From an optimization exercise on the open Yosys and OpenROAD flow, aimed at small area and a short achievable clock period; shortcuts taken in it are not production practice. Function was checked by simulation only, so behaviour that the tests miss may differ from the original. No activity file was given, so power comes from the tool's default toggle rates.

// Project
module Project(
      input clock,
      input reset,
      output [7:0]  imem_addr,
      input  [15:0] imem_data,
      output [15:0] dmem_addr,
      output [15:0] dmem_wdata,
      output        dmem_we,
      input  [15:0] dmem_rdata,
      output        wb_en,
      output [2:0]  wb_dest,
      output [15:0] wb_data
  );
Settings: LEC_CHECK=0, CAP_MARGIN=20, CORE_MARGIN=2, CORE_UTILIZATION=70, CTS_BUF_LIST=sky130_fd_sc_hd__clkbuf_8, CTS_CLUSTER_SIZE=20, PLACE_DENSITY=0.75, SLEW_MARGIN=20; clock period 8.0 ns.
standard.sh (not shown) runs the stock make flow with config.mk's settings and CLKGATE_MAP_FILE= SYNTH_SCRIPT=/design/flow/synth_recipe.tcl, a recipe that flattens the netlist after the stock synthesis.
==> flow/flow/run.sh <==
#!/bin/bash
set -euo pipefail
export SETUP_SLACK_MARGIN=5.3
export BUFFER_PORTS_ARGS="-buffer_cell sky130_fd_sc_hd__buf_1"
bash standard.sh > standard.log 2>&1
The baseline completed without violations.
Then changed:
==> flow/flow/run.sh (replaced) <==
#!/bin/bash
set -euo pipefail
export SETUP_SLACK_MARGIN=5.6
export BUFFER_PORTS_ARGS="-buffer_cell sky130_fd_sc_hd__buf_2"
bash standard.sh > standard.log 2>&1
CORE_UTILIZATION = 50   (was 70)
CTS_BUF_LIST = not set   (was sky130_fd_sc_hd__clkbuf_8)
CTS_CLUSTER_SIZE = not set   (was 20)
PLACE_DENSITY = not set   (was 0.75)
What happened: Setup slack is better by 0.10 ns; total power went up by 8.5%; fmax went up by 3.7%; via count is lower by 0.81%; routed wire length went up by 5.3%; sequential cell count is unchanged; clock-buffer cell count drops by 13.
Then changed:
==> flow/flow/run.sh (replaced) <==
#!/bin/bash
set -euo pipefail
export SETUP_SLACK_MARGIN=5.0
export BUFFER_PORTS_ARGS="-buffer_cell sky130_fd_sc_hd__buf_1"
bash standard.sh > standard.log 2>&1
CORE_UTILIZATION = 60   (was 50)
After rerunning: Via count goes down by about 7%. Cell area goes down by about 15%. Synthesized cell count is unchanged. Worst setup slack gets worse by 0.26 ns. Global-route usage goes up by 2.8 points.
Then changed:
==> flow/flow/run.sh (replaced) <==
#!/bin/bash
set -euo pipefail
export SETUP_SLACK_MARGIN=5.3
export BUFFER_PORTS_ARGS="-buffer_cell sky130_fd_sc_hd__buf_1"
bash standard.sh > standard.log 2>&1
CTS_BUF_LIST = sky130_fd_sc_hd__clkbuf_8   (was not set)
CTS_CLUSTER_SIZE = 20   (was not set)
The changed run finished clean.
Synthesized cell count is unchanged.
Global-route usage climbs by 2.0 points.
Utilization rises by 4.1 points.
Hold slack stays flat.
Combinational power came out higher by 19%.
Worst setup slack improves by 0.28 ns.

---

build 67:
Project, a different RTL version from the one above (not shown whole).
Size: ~1600 cells after synthesis, roughly 280 flip-flops, roughly 16000 µm² of cells after synthesis.
export LEC_CHECK = 0
export CAP_MARGIN = 20
export CORE_MARGIN = 2
export CORE_UTILIZATION = 60
export CTS_BUF_LIST = sky130_fd_sc_hd__clkbuf_8
export CTS_CLUSTER_DIAMETER = 100
export CTS_CLUSTER_SIZE = 17
export SLEW_MARGIN = 20
export TNS_END_PERCENT = 0
create_clock -name core_clock -period 8.0 [get_ports {clock}]
==> flow/flow/run.sh <==
#!/bin/bash
set -euo pipefail
export SETUP_SLACK_MARGIN=5.45
export BUFFER_PORTS_ARGS="-buffer_cell sky130_fd_sc_hd__buf_1"
bash standard.sh > standard.log 2>&1
Build 67 has completed all stages; timing, DRC and antenna checks passed.
The following lists how build 23 was set up differently from build 67:
- swapping 60 for 55 in CORE_UTILIZATION
- swapping 17 for 14 in CTS_CLUSTER_SIZE
==> run summary <==
Re buffering stage count on the worst path with inverters included: build 23 is 1 up on build 67. The run showing the greater cell area is build 23. Re fraction of standard cell area that is sequential: build 23 is 0.33 points down on build 67. Number of buffers other than clock buffers in the final layout: build 23 vs build 67 down 2.0%. Total wirelength of the detailed-routed design: build 23 > build 67. Looking at share of the clock period used by the worst path, build 23 sits 1.1 points higher than build 67 does. In the reports for build 67 and build 23, the larger die area belongs to build 23. On build 23: clock share of power is 1.8 points higher than what build 67 gave. Count of placed standard cells in the final layout, fillers left out (build 23 over build 67): increase, 2.6%.
diff inputs: build 23 => build 98
- changing CORE_UTILIZATION from 55 to 60
- setting GPL_TIMING_DRIVEN to 0 for the first time
Notes after the runs:
- Build 98 finished every step from synthesis to the final layout, and the layout passed the timing, design-rule and antenna checks.
- Cmp build 23 and build 98 / number of well taps / lower: build 98
- Summary — fraction of area in multi-input gates, build 98 relative to build 23: lower, by 0.83 points.
- In build 98 the signed area change from the synthesized netlist to the final layout turned out 3.2 points higher than in build 23.
- Compared with build 23, build 98 shows worst slack at placement lower by 240 ps.
- Comparing build 23 and build 98, the higher post-place instance area is on build 98.
- Diff build 23 -> build 98: fraction of power consumed by sequential logic down 3.4 points, total wirelength of the detailed-routed design up 620 µm, slew at the pin with the worst max-slew slack down 260 ps.
[inputs] build 27 vs build 98
- GPL_TIMING_DRIVEN no longer set, was 0
- CTS_CLUSTER_SIZE now 20, was 14
- CTS_CLUSTER_DIAMETER no longer set, was 100
Notes after the runs:
- Against build 98 as the reference, build 27 delivers a lower number of buffer and inverter instances along the worst setup path.
- Of build 27 and build 98, the lower non-clock buffer count belongs to build 27.
- Path length in cells of the critical path, build 27 and build 98, higher one = build 98.

---

Setup of JK:
Starting RTL as in the previous note.
export LEC_CHECK = 0
export CAP_MARGIN = 20
export CORE_MARGIN = 2
export CORE_UTILIZATION = 60
export CTS_BUF_LIST = sky130_fd_sc_hd__clkbuf_8
export CTS_CLUSTER_DIAMETER = 100
export CTS_CLUSTER_SIZE = 14
export SLEW_MARGIN = 20
export TNS_END_PERCENT = 0
create_clock -name core_clock -period 8.0 [get_ports {clock}]
Scripts as last shown in full above: flow/flow/run.sh
## Diff of input files: MS against JK
==> flow/flow/run.sh <==
#!/bin/bash
set -euo pipefail
export SETUP_SLACK_MARGIN=5.55
export BUFFER_PORTS_ARGS="-buffer_cell sky130_fd_sc_hd__buf_1"
bash standard.sh > standard.log 2>&1
--- outcome ---
MS reached the end of the flow, and the finished layout is clean on the timing, design-rule and antenna checks.
Taking JK as the reference point, the number of gates given a new drive strength after cts of MS rises by 2.
Fmax across MS and JK: no real change.
MS: pre-CTS setup slack 0.035 ns below JK
MS ends up with a power after layout that is 0.029 mW higher than in JK.
Input changes introduced in AL (baseline for comparison: MS):
==> flow/flow/run.sh <==
#!/bin/bash
set -euo pipefail
export SETUP_SLACK_MARGIN=5.35
export BUFFER_PORTS_ARGS="-buffer_cell sky130_fd_sc_hd__buf_1"
bash standard.sh > standard.log 2>&1
## What came out
Count of clock-buffer cells in the layout came out exactly the same in AL and MS. Final area | AL above MS. The setup slack of AL was superior to that of MS. Of AL and MS, the lower filler cell count in the final layout belongs to MS. Changes observed in AL relative to MS: number of global-route vias before repair moved up, clock share of power moved up, growth of design area from synthesis to finish moved up, ratio of cells with drive above 1 in the final layout moved up. Compared with MS, in AL average routed wire per standard cell saw a decrease, routed wire length went down by 0.55%.
Changes in TR relative to AL:
Settings: CTS_CLUSTER_SIZE: 14 -> 20; CTS_CLUSTER_DIAMETER: 100 -> unset.
==> flow/flow/run.sh <==
#!/bin/bash
set -euo pipefail
export SETUP_SLACK_MARGIN=5.6
export BUFFER_PORTS_ARGS="-buffer_cell sky130_fd_sc_hd__buf_1"
bash standard.sh > standard.log 2>&1
### Flow results
- Compared with AL, TR shows total power that has gone up by a little under 10%.
- Re fraction of power consumed by the clock network: TR and AL aren't equal, and the lower value belongs to AL.
- [compare] base=AL new=TR: total wire length went up by 1.3%; average wire per cell in the routed design went down by about 0.7%.
Relative to TR, the following input files were edited for PW:
Settings: CTS_CLUSTER_DIAMETER newly set to 100; PLACE_DENSITY newly set to 0.7; CTS_CLUSTER_SIZE changed from 20 to 14.
==> flow/flow/run.sh <==
#!/bin/bash
set -euo pipefail
export SETUP_SLACK_MARGIN=5.45
export BUFFER_PORTS_ARGS="-buffer_cell sky130_fd_sc_hd__buf_1"
bash standard.sh > standard.log 2>&1
Results
Per the final summary, PW finished and its layout is clean on timing, DRC and antenna. Relative to TR, global router's overall resource usage decreased by 0.64 points in PW. Any difference in placed standard-cell area between PW and TR is small enough to ignore. TR tops out at a higher clock frequency than PW. Compared PW vs TR, and share of cell area taken by multi-input logic gates is up in PW. Taking TR as the reference point, the critical-path maximum fanout of PW falls by 4. Flop-to-flop setup slack delta (PW − TR): unfavourable.

---

Setup of sierra:
Project with an RTL version that a note above also has.
Size in the first run: ~1700 cells after synthesis, ~280 flip-flops, roughly 95 I/O pins, about 17000 sq um of cells after synthesis.
==> flow/config.mk <==
export PLATFORM = sky130hd
export DESIGN_NAME = Project
export DESIGN_NICKNAME = Project
export VERILOG_FILES = /design/flow/design.v
export SDC_FILE = /design/flow/constraint.sdc
export NUM_CORES = 4
export LEC_CHECK = 0
export CAP_MARGIN = 20
export CORE_MARGIN = 2
export CORE_UTILIZATION = 60
export SLEW_MARGIN = 20
==> flow/constraint.sdc <==
create_clock -name core_clock -period 8.0 [get_ports {clock}]
set_input_delay 1.6000 -clock core_clock [delete_from_list [all_inputs] [get_ports {clock}]]
set_output_delay 1.6000 -clock core_clock [all_outputs]
set_load 0.01 [all_outputs]
==> flow/flow/run.sh <==
#!/bin/bash
set -euo pipefail
export SETUP_SLACK_MARGIN=5.3
export BUFFER_PORTS_ARGS="-buffer_cell sky130_fd_sc_hd__buf_1"
bash standard.sh > standard.log 2>&1
sierra ran to completion and came out clean on the timing, design-rule and antenna checks.
[inputs] garnet vs sierra
# sierra
export LEC_CHECK = 0
export CAP_MARGIN = 20
export CORE_MARGIN = 2
export CORE_UTILIZATION = 60
export SLEW_MARGIN = 20
create_clock -name core_clock -period 8.0 [get_ports {clock}]
# garnet
export LEC_CHECK = 0
export CAP_MARGIN = 20
export CORE_MARGIN = 2
export CORE_UTILIZATION = 50
export SETUP_SLACK_MARGIN = 5
export SLEW_MARGIN = 20
create_clock -name core_clock -period 8.0 [get_ports {clock}]
==> flow/run.sh (new file) <==
#!/bin/bash
# synth_recipe.tcl (not shown) runs the flow's synth.tcl, then flattens the netlist and writes it again
# the make line also repeats each setting of config.mk as NAME=value (left out here)
make -C /OpenROAD-flow-scripts/flow DESIGN_CONFIG=/design/flow/config.mk WORK_HOME=/design/flow/orfs CLKGATE_MAP_FILE= SYNTH_SCRIPT=/design/flow/synth_recipe.tcl finish
removed: flow/flow/run.sh
removed: flow/standard.sh
Results
garnet: done, clean on timing, DRC and antenna
Changes observed in garnet relative to sierra: worst hold slack now smaller; relative area change from synthesis to final layout now smaller; area after synthesis comparable; post-detailed-placement half-perimeter wirelength now larger.
garnet vs sierra, fraction of final layout cells sized beyond drive strength 1 went down by 11 points.

---

Setup of run 1:
Project, a different RTL version from the one above (not shown whole).
Size in the first run: roughly 1700 cells after synthesis, roughly 280 flip-flops, about 17000 um2 of cells after synthesis.
export LEC_CHECK = 0
export CAP_MARGIN = 20
export CORE_MARGIN = 2
export CORE_UTILIZATION = 60
export CTS_BUF_LIST = sky130_fd_sc_hd__clkbuf_8
export CTS_CLUSTER_SIZE = 20
export SLEW_MARGIN = 20
export TNS_END_PERCENT = 0
create_clock -name core_clock -period 8.0 [get_ports {clock}]
==> flow/flow/run.sh <==
#!/bin/bash
set -euo pipefail
export SETUP_SLACK_MARGIN=5.3
export BUFFER_PORTS_ARGS="-buffer_cell sky130_fd_sc_hd__buf_1"
bash standard.sh > standard.log 2>&1
Run 1 completed; timing, DRC and antenna clean
Input changes introduced in run 2 (baseline for comparison: run 1):
-- flow/flow/run.sh --
<<< run 1, line 3
export SETUP_SLACK_MARGIN=5.3
>>> run 2, line 3
export SETUP_SLACK_MARGIN=5.2
Findings:
Run 2 vs. run 1: time the final worst path needs with I/O delays and setup +200 ps, setup slack after layout -200 ps, combinational power share -2.0 points, count of clock-net buffers in the final layout -4.
Against run 1 as the reference, run 2 delivers a lower combinational power.
## Diff of input files: run 3 against run 2
- TNS_END_PERCENT: 0 -> unset
-- flow/flow/run.sh --
<<< run 2, line 3
export SETUP_SLACK_MARGIN=5.2
>>> run 3, line 3
export SETUP_SLACK_MARGIN=5.3
Notes after the runs:
- Run 3 has completed all stages; timing, DRC and antenna checks passed.
- The total clock network power in run 3 sits about 10% above the value recorded for run 2.
- The clock network fraction of design power of run 3 is higher than that of run 2.
- Run 2 → run 3: worst setup slack after layout moved up; per-cell via count in the routed design moved up; count of plain and timing-repair buffers in the layout moved up; number of cells on the worst hold path level.
- Most frequent standard cell in the layout excluding fill and tap cells: sky130_fd_sc_hd__xnor2_1 -> run 2, sky130_fd_sc_hd__buf_4 -> run 3
- Taking run 2 as 1.0, run 3 lands at 1.06 on maximum frequency.
- Run 3 vs run 2, kind of critical path: reg -> reg vs reg -> out
- Run 3 vs run 2, total power went up by 0.56 mW.
- [diff] wire length reported by the detailed router, run 3 relative to run 2: regression

-- port drivers added, routing unchanged --
No port has a modelled driver above. Below, the same layouts with a new extraction and two added sets of constraints. Step 1 assumes that a clkbuf_16 drives the clock port and a buf_2 every other input. Step 2 moves the port delays by t, midway between the first and last clock arrival at a register: inputs arrive t later, outputs are due t later. That takes back most of the time a late clock gives input paths. Three values: ideal ports, drivers, drivers and shift; two values: the first two.
run	t (ns)	setup slack, ns	hold slack, ns
the first run of note 1	0.621	5.193 / 5.143 / 4.971	0.389 / 0.389 / 0.389
the second run of note 1	0.625	5.293 / 5.237 / 5.263	0.329 / 0.329 / 0.329
the third run of note 1	0.623	5.032 / 4.991 / 5.032	0.420 / 0.420 / 0.420
the fourth run of note 1	0.621	5.310 / 5.261 / 5.078	0.421 / 0.421 / 0.421
build 67	0.611	5.279 / 5.230 / 4.906	0.423 / 0.423 / 0.423
build 23	0.635	5.191 / 5.142 / 4.930	0.390 / 0.390 / 0.390
build 98	0.615	5.213 / 5.197 / 4.845	0.334 / 0.334 / 0.334
build 27	0.614	5.277 / 5.227 / 4.900	0.422 / 0.422 / 0.422
JK	0.635	5.232 / 5.186 / 4.896	0.431 / 0.431 / 0.431
MS	0.633	5.238 / 5.192 / 4.953	0.385 / 0.385 / 0.385
AL	0.613	5.271 / 5.236 / 5.031	0.431 / 0.431 / 0.431
TR	0.620	5.249 / 5.201 / 4.984	0.401 / 0.401 / 0.401
PW	0.631	5.233 / 5.186 / 4.893	0.339 / 0.339 / 0.339
sierra	0.621	5.240 / 5.185 / 5.036	0.395 / 0.395 / 0.395
garnet	0.637	5.006 / 4.950 / 5.033	0.335 / 0.335 / 0.335
run 1	0.614	5.260 / 5.215 / 4.819	0.325 / 0.325 / 0.325
run 2	0.607	5.064 / 5.018 / 4.768	0.329 / 0.329 / 0.329
run 3	0.635	5.242 / 5.216 / 5.034	0.336 / 0.336 / 0.336
After both steps every run listed still meets setup and hold. For run 1, which loses most, drivers alone change the setup slack by -0.045 ns; drivers and shift together by -0.441 ns.
